This design comes from an exercise in tuning for small area, a short achievable clock period and few clock cycles on the open sky130 flow, not from production work. RTL that was checked went through simulation tests only; none was proved equivalent to the original. No activity file was given, so power comes from the tool's default toggle rates.

Setup of run A:
Design JAM, start of the top module:
module JAM (CLK, RST, W, J, Cost, MatchCount, MinCost, Valid);
clock: 5.0 ns
lec_check: 0
cap_margin: 20
core_margin: 2
core_utilization: 40
setup_slack_margin: 2.6
slew_margin: 20
tns_end_percent: 100
run.sh (not shown) runs the stock make flow with config.mk's settings and CLKGATE_MAP_FILE= SYNTH_SCRIPT=/design/flow/synth_recipe.tcl, a recipe that flattens the netlist after the stock synthesis.
Run A was carried through to the last stage, and its layout satisfied the timing, DRC and antenna checks.
Testbench counts of run A, summed over its fixed seeds: cycles 4,446.
Modified inputs, run B compared to run A
# run A
export LEC_CHECK = 0
export CAP_MARGIN = 20
export CORE_MARGIN = 2
export CORE_UTILIZATION = 40
export SETUP_SLACK_MARGIN = 2.6
export SLEW_MARGIN = 20
export TNS_END_PERCENT = 100
create_clock -name core_clock -period 5.0 [get_ports {CLK}]
# run B
export LEC_CHECK = 0
export ABC_AREA = 1
export CAP_MARGIN = 20
export CORE_MARGIN = 2
export CORE_UTILIZATION = 40
export SETUP_SLACK_MARGIN = 2.4
export SLEW_MARGIN = 20
create_clock -name core_clock -period 5.0 [get_ports {CLK}]
## What came out
Run B finished every stage and its layout cleared the timing, DRC and antenna checks.
Compared with run A, run B shows ratio of cells with drive above 1 in the final layout lower by 19 points.
The run showing the greater worst setup slack is run B.
Run B reports a higher count of fill cells added during filler insertion than run A does.
Compared with run A, number of well taps in run B increased by a few percent.
Summary: with run A as the reference, sequential cell area in run B moved down slightly.
### run B -> run C
# run B
export LEC_CHECK = 0
export ABC_AREA = 1
export CAP_MARGIN = 20
export CORE_MARGIN = 2
export CORE_UTILIZATION = 40
export SETUP_SLACK_MARGIN = 2.4
export SLEW_MARGIN = 20
create_clock -name core_clock -period 5.0 [get_ports {CLK}]
# run C
export LEC_CHECK = 0
export ABC_AREA = 1
export CAP_MARGIN = 20
export CORE_MARGIN = 2
export CORE_UTILIZATION = 40
export SETUP_SLACK_MARGIN = 2.2
export SLEW_MARGIN = 20
create_clock -name core_clock -period 5.0 [get_ports {CLK}]
Findings:
Across both runs, number of CTS-inserted buffers was lower for run C than for run B.
In run C, register-to-register slack is lower than in run B.
The post-layout total power number comes out higher for run B vs run C.
Global-route usage in run C is 0.19 points lower than in run B
Compared with run B, clock tree buffer count of the final layout in run C increased by a little under 10%.
Run C finished every stage and its layout cleared the timing, DRC and antenna checks.
Run B has higher via-per-instance ratio than run C.
Routed wire in run C totals less than in run B.
Against run B as the reference, run C delivers a higher clock period minus worst slack.
> inputs changed (run C -> run D)
# run C
export LEC_CHECK = 0
export ABC_AREA = 1
export CAP_MARGIN = 20
export CORE_MARGIN = 2
export CORE_UTILIZATION = 40
export SETUP_SLACK_MARGIN = 2.2
export SLEW_MARGIN = 20
create_clock -name core_clock -period 5.0 [get_ports {CLK}]
# run D
export LEC_CHECK = 0
export CAP_MARGIN = 20
export CORE_MARGIN = 2
export CORE_UTILIZATION = 40
export SETUP_SLACK_MARGIN = 2.4
export SLEW_MARGIN = 20
create_clock -name core_clock -period 5.0 [get_ports {CLK}]
[summary]
- Max multi-input combinational cell count across run C and run D: run C
- Setup slack: run D more than run C
- Going from run C to run D, first-pass GRT wire length grew slightly.
- Re core outline area: run C and run D aren't equal, and the higher value belongs to run C.
- Compared with run C, run D shows a lower number of ordinary inverters in the final layout.
- Compared with run C, run D shows gate count of the mapped netlist that has gone down by more than 10%.
- Destination of the critical timing path = s2c[8]: run C; destination of the critical timing path = s2c[7]: run D
- Between run D and run C, the effective utilization at floorplan figures differ only marginally.
- Critical path depth sits lower in run D than in run C.

build 68:
Another version of the RTL of JAM (not shown whole).
For scale: about 2,900 cells after synthesis, about 420 flip-flops, roughly 30 I/O pins, roughly 27,000 um^2 of cells after synthesis.
Settings: LEC_CHECK=0, CAP_MARGIN=20, CORE_MARGIN=2, CORE_UTILIZATION=55, SETUP_SLACK_MARGIN=2.4, SLEW_MARGIN=20; clock period 5.0 ns.
diff inputs: build 68 => build 59
- changing CORE_UTILIZATION from 55 to 40
[summary]
- Comparing the two runs side by side, build 59 comes out behind build 68 on final routed wirelength across all metal layers.
- Build 59 has more setup slack than build 68.
- Summary of build 59 over build 68: design area closely matched the old numbers, total power now sits higher.
- Build 59 ended up with a lower setup fix buffers added after clock tree synthesis than build 68 did.
No run of this note included a check of the RTL's function; only the layout flow was run.

re-timing with driven ports:
Ports are ideal in the flow. The routed layouts listed here were re-timed in OpenROAD. Step 1 (the two cells are an assumption about what drives the block):
set clk [get_ports {CLK}]
set_driving_cell -lib_cell sky130_fd_sc_hd__clkbuf_16 $clk
set_driving_cell -lib_cell sky130_fd_sc_hd__buf_2 [delete_from_list [all_inputs] $clk]
Step 2 adds t to the input delays and takes it off the output delays; t is the mean of the earliest and latest rising clock arrival at the registers after step 1. Input paths then give back, and output paths get back, about the clock's delay inside the block. Slacks: ideal / step 1 / step 2; pairs: ideal / step 1.
| run | t (ns) | setup WS [ns] | clock arrival spread, ns |
|---|---|---|---|
| run A | 0.676 | 2.296 / 2.296 / 2.296 | 0.031 / 0.031 |
| run B | 0.675 | 2.320 / 2.320 / 2.320 | 0.036 / 0.035 |
| run C | 0.680 | 2.249 / 2.235 / 1.863 | 0.028 / 0.028 |
| run D | 0.672 | 2.311 / 2.311 / 2.311 | 0.019 / 0.020 |
| build 68 | 0.655 | 2.153 / 2.153 / 2.153 | 0.031 / 0.031 |
| build 59 | 0.666 | 2.223 / 2.223 / 2.211 | 0.042 / 0.042 |
After both steps every run listed still meets setup and hold. The setup slack of run C, which loses most, moves by -0.014 ns with the drivers and by -0.386 ns with both steps.
